This is an optimization exercise on Yosys and OpenROAD, whose aim is small area and a short achievable clock period, not a production implementation. In this exercise RTL edits were held to simulation tests only and were not proved equivalent to the original. Power is estimated from default activity; no workload was simulated.

==> job 9006 <==
==> flow/design.v <==
module spll
#(
		parameter	                  PHASE_BITS = 32,
		parameter	[0:0]	          OPT_TRACK_FREQUENCY = 1'b1,
		parameter	[PHASE_BITS-1:0]  INITIAL_PHASE_STEP  = 0,
		parameter	[0:0]	          OPT_GLITCHLESS      = 1'b1,
		localparam	                  MSB=PHASE_BITS-1
	)
(
		input	wire			       i_clk,
		input	wire			       i_reset,
		input	wire			       i_ld,
		input	wire [(MSB-1):0]       i_step,
		input	wire			       i_ce,
		input	wire			       i_input,
		input	wire [4:0]		       i_lgcoeff,
		output	wire [PHASE_BITS-1:0]  o_phase,
		output	reg	 [1:0]		       o_err,
		output	wire	 		       o_freq
	);
	reg	[4:0]	lg;
	reg		agreed_output;
	reg	[31:0]	ctr, r_step;
	always @(posedge i_clk)
		lg <= i_lgcoeff;
	wire	lead_e    = agreed_output ^ ctr[31];
	wire	phase_err = ctr[31] ^ i_input;
	wire	[31:0]	pc, pm, fm;
	genvar i;
	generate for (i = 0; i < 32; i = i + 1) begin : g_dec
		assign pc[i] = (lg == 31 - i);
		assign pm[i] = (lg >= 31 - i);
		if (i >= 29)
			assign fm[i] = (lg <= 14);
		else
			assign fm[i] = (lg >= (30 - i) / 2) && (lg <= 14);
	end endgenerate
	wire	[31:0]	sum0;
	prefix_add32 u_add (.a(ctr), .b(r_step), .s(sum0));
	wire	[31:0]	sum1;
	pm_step u_ps (.x(sum0), .m(pm), .d(lead_e), .y(sum1));
	wire	[31:0]	step1;
	pm_step u_fs (.x(r_step), .m(fm), .d(lead_e), .y(step1));
	wire	rk    = |(r_step & pc);
	wire	above = |(r_step & pm & ~pc);
	wire	other = |(r_step & ~pc);
	wire	gl    = rk ? other : above;
	wire	hold  = lead_e && !gl;
	wire	[31:0]	alt  = hold ? ctr : sum1;
	always @(posedge i_clk)
	if (i_reset)
		ctr <= 0;
	else if (i_ce)
		ctr <= phase_err ? alt : sum0;
	always @(posedge i_clk)
	if (i_reset)
		r_step <= INITIAL_PHASE_STEP;
	else if (i_ld)
		r_step <= { 1'b0, i_step };
	else if (i_ce && phase_err)
		r_step <= step1;
	always @(posedge i_clk)
	if (i_reset)
		agreed_output <= 1'b0;
	else if (i_ce && !phase_err)
		agreed_output <= i_input;
	always @(posedge i_clk)
	if (i_reset)
		o_err <= 2'h0;
	else if (i_ce)
		o_err <= { phase_err && lead_e, phase_err };
	assign	o_phase = ctr;
	assign	o_freq  = ctr[31];
endmodule
module prefix_add32 (
		input	wire	[31:0]	a, b,
		output	wire	[31:0]	s
	);
	wire	[31:0]	g [0:5];
	wire	[31:0]	p [0:5];
	assign	g[0] = a & b;
	assign	p[0] = a ^ b;
	genvar l, i;
	generate for (l = 0; l < 5; l = l + 1) begin : g_lvl
		for (i = 0; i < 32; i = i + 1) begin : g_bit
			if ((i >> l) & 1) begin
				localparam integer j = ((i >> l) << l) - 1;
				assign g[l+1][i] = g[l][i] | (p[l][i] & g[l][j]);
				assign p[l+1][i] = p[l][i] & p[l][j];
			end else begin
				assign g[l+1][i] = g[l][i];
				assign p[l+1][i] = p[l][i];
			end
		end
	end endgenerate
	assign	s = p[0] ^ { g[5][30:0], 1'b0 };
endmodule
module pm_step (
		input	wire	[31:0]	x, m,
		input	wire		d,
		output	wire	[31:0]	y
	);
	wire	[31:0]	u = ~m | (x ^ {32{d}});
	wire	[31:0]	a [0:5];
	assign	a[0] = u;
	genvar l, i;
	generate for (l = 0; l < 5; l = l + 1) begin : g_lvl
		for (i = 0; i < 32; i = i + 1) begin : g_bit
			if ((i >> l) & 1) begin
				localparam integer j = ((i >> l) << l) - 1;
				assign a[l+1][i] = a[l][i] & a[l][j];
			end else begin
				assign a[l+1][i] = a[l][i];
			end
		end
	end endgenerate
	assign	y = x ^ (m & { a[5][30:0], 1'b1 });
endmodule
==> flow/run.sh <==
#!/bin/bash
# synth_recipe.tcl (not shown) runs the flow's synth.tcl, then flattens the netlist and writes it again
# the make line also repeats each setting of config.mk as NAME=value (left out here)
make -C /OpenROAD-flow-scripts/flow DESIGN_CONFIG=/design/flow/config.mk WORK_HOME=/design/flow/orfs CLKGATE_MAP_FILE= SYNTH_SCRIPT=/design/flow/synth_recipe.tcl finish
==> flow/config.mk <==
export PLATFORM = sky130hd
export DESIGN_NAME = spll
export DESIGN_NICKNAME = spll
export VERILOG_FILES = /design/flow/design.v
export SDC_FILE = /design/flow/constraint.sdc
export NUM_CORES = 4
export LEC_CHECK = 0
export CAP_MARGIN = 20
export CORE_MARGIN = 2
export CORE_UTILIZATION = 40
export SLEW_MARGIN = 20
==> flow/constraint.sdc <==
create_clock -name core_clock -period 6.0 [get_ports {i_clk}]
set_input_delay 1.2000 -clock core_clock [delete_from_list [all_inputs] [get_ports {i_clk}]]
set_output_delay 1.2000 -clock core_clock [all_outputs]
set_load 0.01 [all_outputs]
==> job 2074 (differences from job 9006) <==
==> flow/design.v, changed modules only <==
module spll
#(
		parameter	                  PHASE_BITS = 32,
		parameter	[0:0]	          OPT_TRACK_FREQUENCY = 1'b1,
		parameter	[PHASE_BITS-1:0]  INITIAL_PHASE_STEP  = 0,
		parameter	[0:0]	          OPT_GLITCHLESS      = 1'b1,
		localparam	                  MSB=PHASE_BITS-1
	)
(
		input	wire			       i_clk,
		input	wire			       i_reset,
		input	wire			       i_ld,
		input	wire [(MSB-1):0]       i_step,
		input	wire			       i_ce,
		input	wire			       i_input,
		input	wire [4:0]		       i_lgcoeff,
		output	wire [PHASE_BITS-1:0]  o_phase,
		output	reg	 [1:0]		       o_err,
		output	wire	 		       o_freq
	);
	reg	[4:0]	lg;
	reg		lead_r;
	reg	[31:0]	ctr, r_step;
	always @(posedge i_clk)
		lg <= i_lgcoeff;
	wire	lead_e    = lead_r;
	wire	agreed_output = lead_r ^ ctr[31];
	wire	phase_err = ctr[31] ^ i_input;
	wire	[31:0]	pc, pm, fm;
	genvar i;
	generate for (i = 0; i < 32; i = i + 1) begin : g_dec
		assign pc[i] = (lg == 31 - i);
		assign pm[i] = (lg >= 31 - i);
		if (i >= 29)
			assign fm[i] = (lg <= 14);
		else
			assign fm[i] = (lg >= (30 - i) / 2) && (lg <= 14);
	end endgenerate
	wire	[31:0]	sum0;
	prefix_add32 u_add (.a(ctr), .b(r_step), .s(sum0));
	wire	[31:0]	sum1;
	pm_step u_ps (.x(sum0), .m(pm), .d(lead_e), .y(sum1));
	wire	[31:0]	step1;
	pm_step u_fs (.x(r_step), .m(fm), .d(lead_e), .y(step1));
	wire	rk    = |(r_step & pc);
	wire	above = |(r_step & pm & ~pc);
	wire	other = |(r_step & ~pc);
	wire	gl    = rk ? other : above;
	wire	hold  = lead_e && !gl;
	wire	[31:0]	alt  = hold ? ctr : sum1;
	wire	[31:0]	ctr_n = i_reset ? 32'h0 : (!i_ce) ? ctr : phase_err ? alt : sum0;
	always @(posedge i_clk)
		ctr <= ctr_n;
	always @(posedge i_clk)
	if (i_reset)
		r_step <= INITIAL_PHASE_STEP;
	else if (i_ld)
		r_step <= { 1'b0, i_step };
	else if (i_ce && phase_err)
		r_step <= step1;
	wire	agreed_n = i_reset ? 1'b0 : (i_ce && !phase_err) ? i_input : agreed_output;
	always @(posedge i_clk)
		lead_r <= agreed_n ^ ctr_n[31];
	always @(posedge i_clk)
	if (i_reset)
		o_err <= 2'h0;
	else if (i_ce)
		o_err <= { phase_err && lead_e, phase_err };
	assign	o_phase = ctr;
	assign	o_freq  = ctr[31];
endmodule
==> flow/flow/run.sh (new file) <==
#!/bin/bash
# Own flow: the standard layout (standard.sh) with these changes:
#  - synthesis maps the logic with a plain delay-driven ABC script
#    (flow/abc.script, via flow/synth.tcl) and without full/half adder cells;
#  - the delay cells are kept out of the design, so that the port buffers
#    are plain buffers.
set -euo pipefail
export MY_WORK=$PWD
export MY_ABC_SCRIPT=$PWD/flow/abc.script
DU="sky130_fd_sc_hd__probe_p_8 sky130_fd_sc_hd__probec_p_8 sky130_fd_sc_hd__lpflow_bleeder_1 sky130_fd_sc_hd__lpflow_clkbufkapwr_1 sky130_fd_sc_hd__lpflow_clkbufkapwr_16 sky130_fd_sc_hd__lpflow_clkbufkapwr_2 sky130_fd_sc_hd__lpflow_clkbufkapwr_4 sky130_fd_sc_hd__lpflow_clkbufkapwr_8 sky130_fd_sc_hd__lpflow_clkinvkapwr_1 sky130_fd_sc_hd__lpflow_clkinvkapwr_16 sky130_fd_sc_hd__lpflow_clkinvkapwr_2 sky130_fd_sc_hd__lpflow_clkinvkapwr_4 sky130_fd_sc_hd__lpflow_clkinvkapwr_8 sky130_fd_sc_hd__lpflow_decapkapwr_12 sky130_fd_sc_hd__lpflow_decapkapwr_3 sky130_fd_sc_hd__lpflow_decapkapwr_4 sky130_fd_sc_hd__lpflow_decapkapwr_6 sky130_fd_sc_hd__lpflow_decapkapwr_8 sky130_fd_sc_hd__lpflow_inputiso0n_1 sky130_fd_sc_hd__lpflow_inputiso0p_1 sky130_fd_sc_hd__lpflow_inputiso1n_1 sky130_fd_sc_hd__lpflow_inputiso1p_1 sky130_fd_sc_hd__lpflow_inputisolatch_1 sky130_fd_sc_hd__lpflow_isobufsrc_1 sky130_fd_sc_hd__lpflow_isobufsrc_16 sky130_fd_sc_hd__lpflow_isobufsrc_2 sky130_fd_sc_hd__lpflow_isobufsrc_4 sky130_fd_sc_hd__lpflow_isobufsrc_8 sky130_fd_sc_hd__lpflow_isobufsrckapwr_16 sky130_fd_sc_hd__lpflow_lsbuf_lh_hl_isowell_tap_1 sky130_fd_sc_hd__lpflow_lsbuf_lh_hl_isowell_tap_2 sky130_fd_sc_hd__lpflow_lsbuf_lh_hl_isowell_tap_4 sky130_fd_sc_hd__lpflow_lsbuf_lh_isowell_4 sky130_fd_sc_hd__lpflow_lsbuf_lh_isowell_tap_1 sky130_fd_sc_hd__lpflow_lsbuf_lh_isowell_tap_2 sky130_fd_sc_hd__lpflow_lsbuf_lh_isowell_tap_4  sky130_fd_sc_hd__clkdlybuf4s15_1 sky130_fd_sc_hd__clkdlybuf4s15_2 sky130_fd_sc_hd__clkdlybuf4s18_1 sky130_fd_sc_hd__clkdlybuf4s18_2 sky130_fd_sc_hd__clkdlybuf4s25_1 sky130_fd_sc_hd__clkdlybuf4s25_2 sky130_fd_sc_hd__clkdlybuf4s50_1 sky130_fd_sc_hd__clkdlybuf4s50_2 sky130_fd_sc_hd__dlygate4sd1_1 sky130_fd_sc_hd__dlygate4sd2_1 sky130_fd_sc_hd__dlygate4sd3_1 sky130_fd_sc_hd__dlymetal6s2s_1 sky130_fd_sc_hd__dlymetal6s4s_1 sky130_fd_sc_hd__dlymetal6s6s_1"
bash standard.sh SYNTH_SCRIPT=$PWD/flow/synth.tcl ADDER_MAP_FILE= ABC_CLOCK_PERIOD_IN_PS=2500 "DONT_USE_CELLS=$DU" finish > flow_make.log 2>&1
==> flow/flow/abc.script (new file) <==
strash
dch
map -D 2500
topo
buffer -c
upsize -c
dnsize -c
==> flow/flow/synth.tcl (new file) <==
# The standard synthesis (synth_recipe.tcl), with the ABC mapping script
# replaced by flow/abc.script
proc abc {args} {
  set i [lsearch -exact $args -script]
  if { $i >= 0 } { set args [lreplace $args [expr {$i+1}] [expr {$i+1}] $::env(MY_ABC_SCRIPT)] }
  yosys abc {*}$args
}
source $::env(MY_WORK)/synth_recipe.tcl
==> flow/standard.sh (new file) <==
#!/bin/bash
# synth_recipe.tcl (not shown) runs the flow's synth.tcl, then flattens the netlist and writes it again
# the make line also repeats each setting of config.mk as NAME=value (left out here)
make -C /OpenROAD-flow-scripts/flow DESIGN_CONFIG=/design/flow/config.mk WORK_HOME=/design/flow/orfs CLKGATE_MAP_FILE= SYNTH_SCRIPT=/design/flow/synth_recipe.tcl "${@:-finish}"
CORE_UTILIZATION = 60   (was 40)
SETUP_SLACK_MARGIN = 2.25   (was default)
removed: flow/run.sh
==> job 2458 (differences from job 9006) <==
==> flow/design.v, changed modules only <==
module spll 
#(
		parameter	                  PHASE_BITS = 32,
		parameter	[0:0]	          OPT_TRACK_FREQUENCY = 1'b1,
		parameter	[PHASE_BITS-1:0]  INITIAL_PHASE_STEP  = 0,
		parameter	[0:0]	          OPT_GLITCHLESS      = 1'b1,
		localparam	                  MSB=PHASE_BITS-1
	)
(
		input	wire			       i_clk,
		input	wire			       i_reset,
		input	wire			       i_ld,
		input	wire [(MSB-1):0]       i_step,
		input	wire			       i_ce,
		input	wire			       i_input,
		input	wire [4:0]		       i_lgcoeff,
		output	wire [PHASE_BITS-1:0]  o_phase,
		output	reg	 [1:0]		       o_err,
		output	wire	 		       o_freq
	);
	reg		agreed_output, lead;	 
	wire		phase_err;
	reg	[MSB:0]	ctr, phase_correction, freq_correction, r_step;
	always @(posedge i_clk)
	if (i_reset)
		agreed_output <= 1'b0;
	else if (i_ce)
	begin
		if ((i_input)&&(ctr[MSB]))
			agreed_output <= 1'b1;
		else if ((!i_input)&&(!ctr[MSB]))
			agreed_output <= 1'b0;
	end
	always @(*)
	if (agreed_output)
		lead = (!ctr[MSB])&&(i_input);
	else
		lead = (ctr[MSB])&&(!i_input);
	assign	phase_err = (ctr[MSB] != i_input);
	always @(posedge i_clk)
		phase_correction <= {1'b1,{(MSB){1'b0}}} >> i_lgcoeff;
	always @(posedge i_clk)
	if (i_reset)
		ctr <= 0;
	else if (i_ce)
	begin
		if (!phase_err)
			ctr <= ctr + r_step;
		else if (lead)
		begin
			if (!OPT_GLITCHLESS || r_step > phase_correction)
				ctr <= ctr + r_step - phase_correction;
		end
		else  
			ctr <= ctr + r_step + phase_correction;
	end
	assign	o_phase = ctr;
	assign  o_freq  = ctr[31];
	always @(posedge i_clk)
		freq_correction <= { 3'b001, {(MSB-2){1'b0}} } >> (2*i_lgcoeff);
	always @(posedge i_clk)
	if (i_reset)
		r_step <= INITIAL_PHASE_STEP;
	else if (i_ld)
		r_step <= { 1'b0, i_step };
	else if ((i_ce)&&(OPT_TRACK_FREQUENCY)&&(phase_err))
	begin
		if (lead)
			r_step <= r_step - freq_correction;
		else
			r_step <= r_step + freq_correction;
	end
	always @(posedge i_clk)
	if (i_reset)
		o_err <= 2'h0;
	else if (i_ce)
		o_err <= (!phase_err) ? 2'b00 : ((lead) ? 2'b11 : 2'b01);
endmodule
// module prefix_add32 removed
// module pm_step removed
==> summary of the runs <==
- The highest first-iteration DRC count belongs to job 2074, the lowest to job 2458.
- Via count: job 9006 < job 2074 < job 2458.
- Register-to-register slack, lowest first: job 2458, job 9006, job 2074.
- In job 2458 the critical path depth is higher than in job 2074, by 5.
- The lowest total power belongs to job 2074, the highest to job 2458.

## afterwards: timing with drivers on the ports
The results above use ideal ports. As a check the final layouts listed here were re-extracted and re-timed, cells and wires unchanged.
Step 1: set_driving_cell puts a clkbuf_16 on i_clk and a buf_2 on each other input, an assumption about the parent block.
Step 2 moves the port delays by t, midway between the first and last clock arrival at a register: inputs arrive t later, outputs are due t later. That takes back most of the time a late clock gives input paths.
Three values: ideal, step 1, step 2; two values: the first two.
| run | t, ns | setup slack, ns | worst hold slack (ns) | worst setup path after step 2 |
|---|---|---|---|---|
| job 9006 | 0.397 | 0.720 / 0.720 / 0.720 | 0.480 / 0.480 / 0.480 | register to register |
| job 2074 | 0.393 | 2.358 / 2.358 / 2.045 | 0.512 / 0.512 / 0.512 | input to register |
| job 2458 | 0.412 | 0.316 / 0.316 / 0.244 | 0.517 / 0.517 / 0.517 | input to register |
After both steps setup and hold are still met in every run listed. The setup slack of job 2074, which loses most, moves by 0.000 ns with the drivers and by -0.313 ns with both steps.
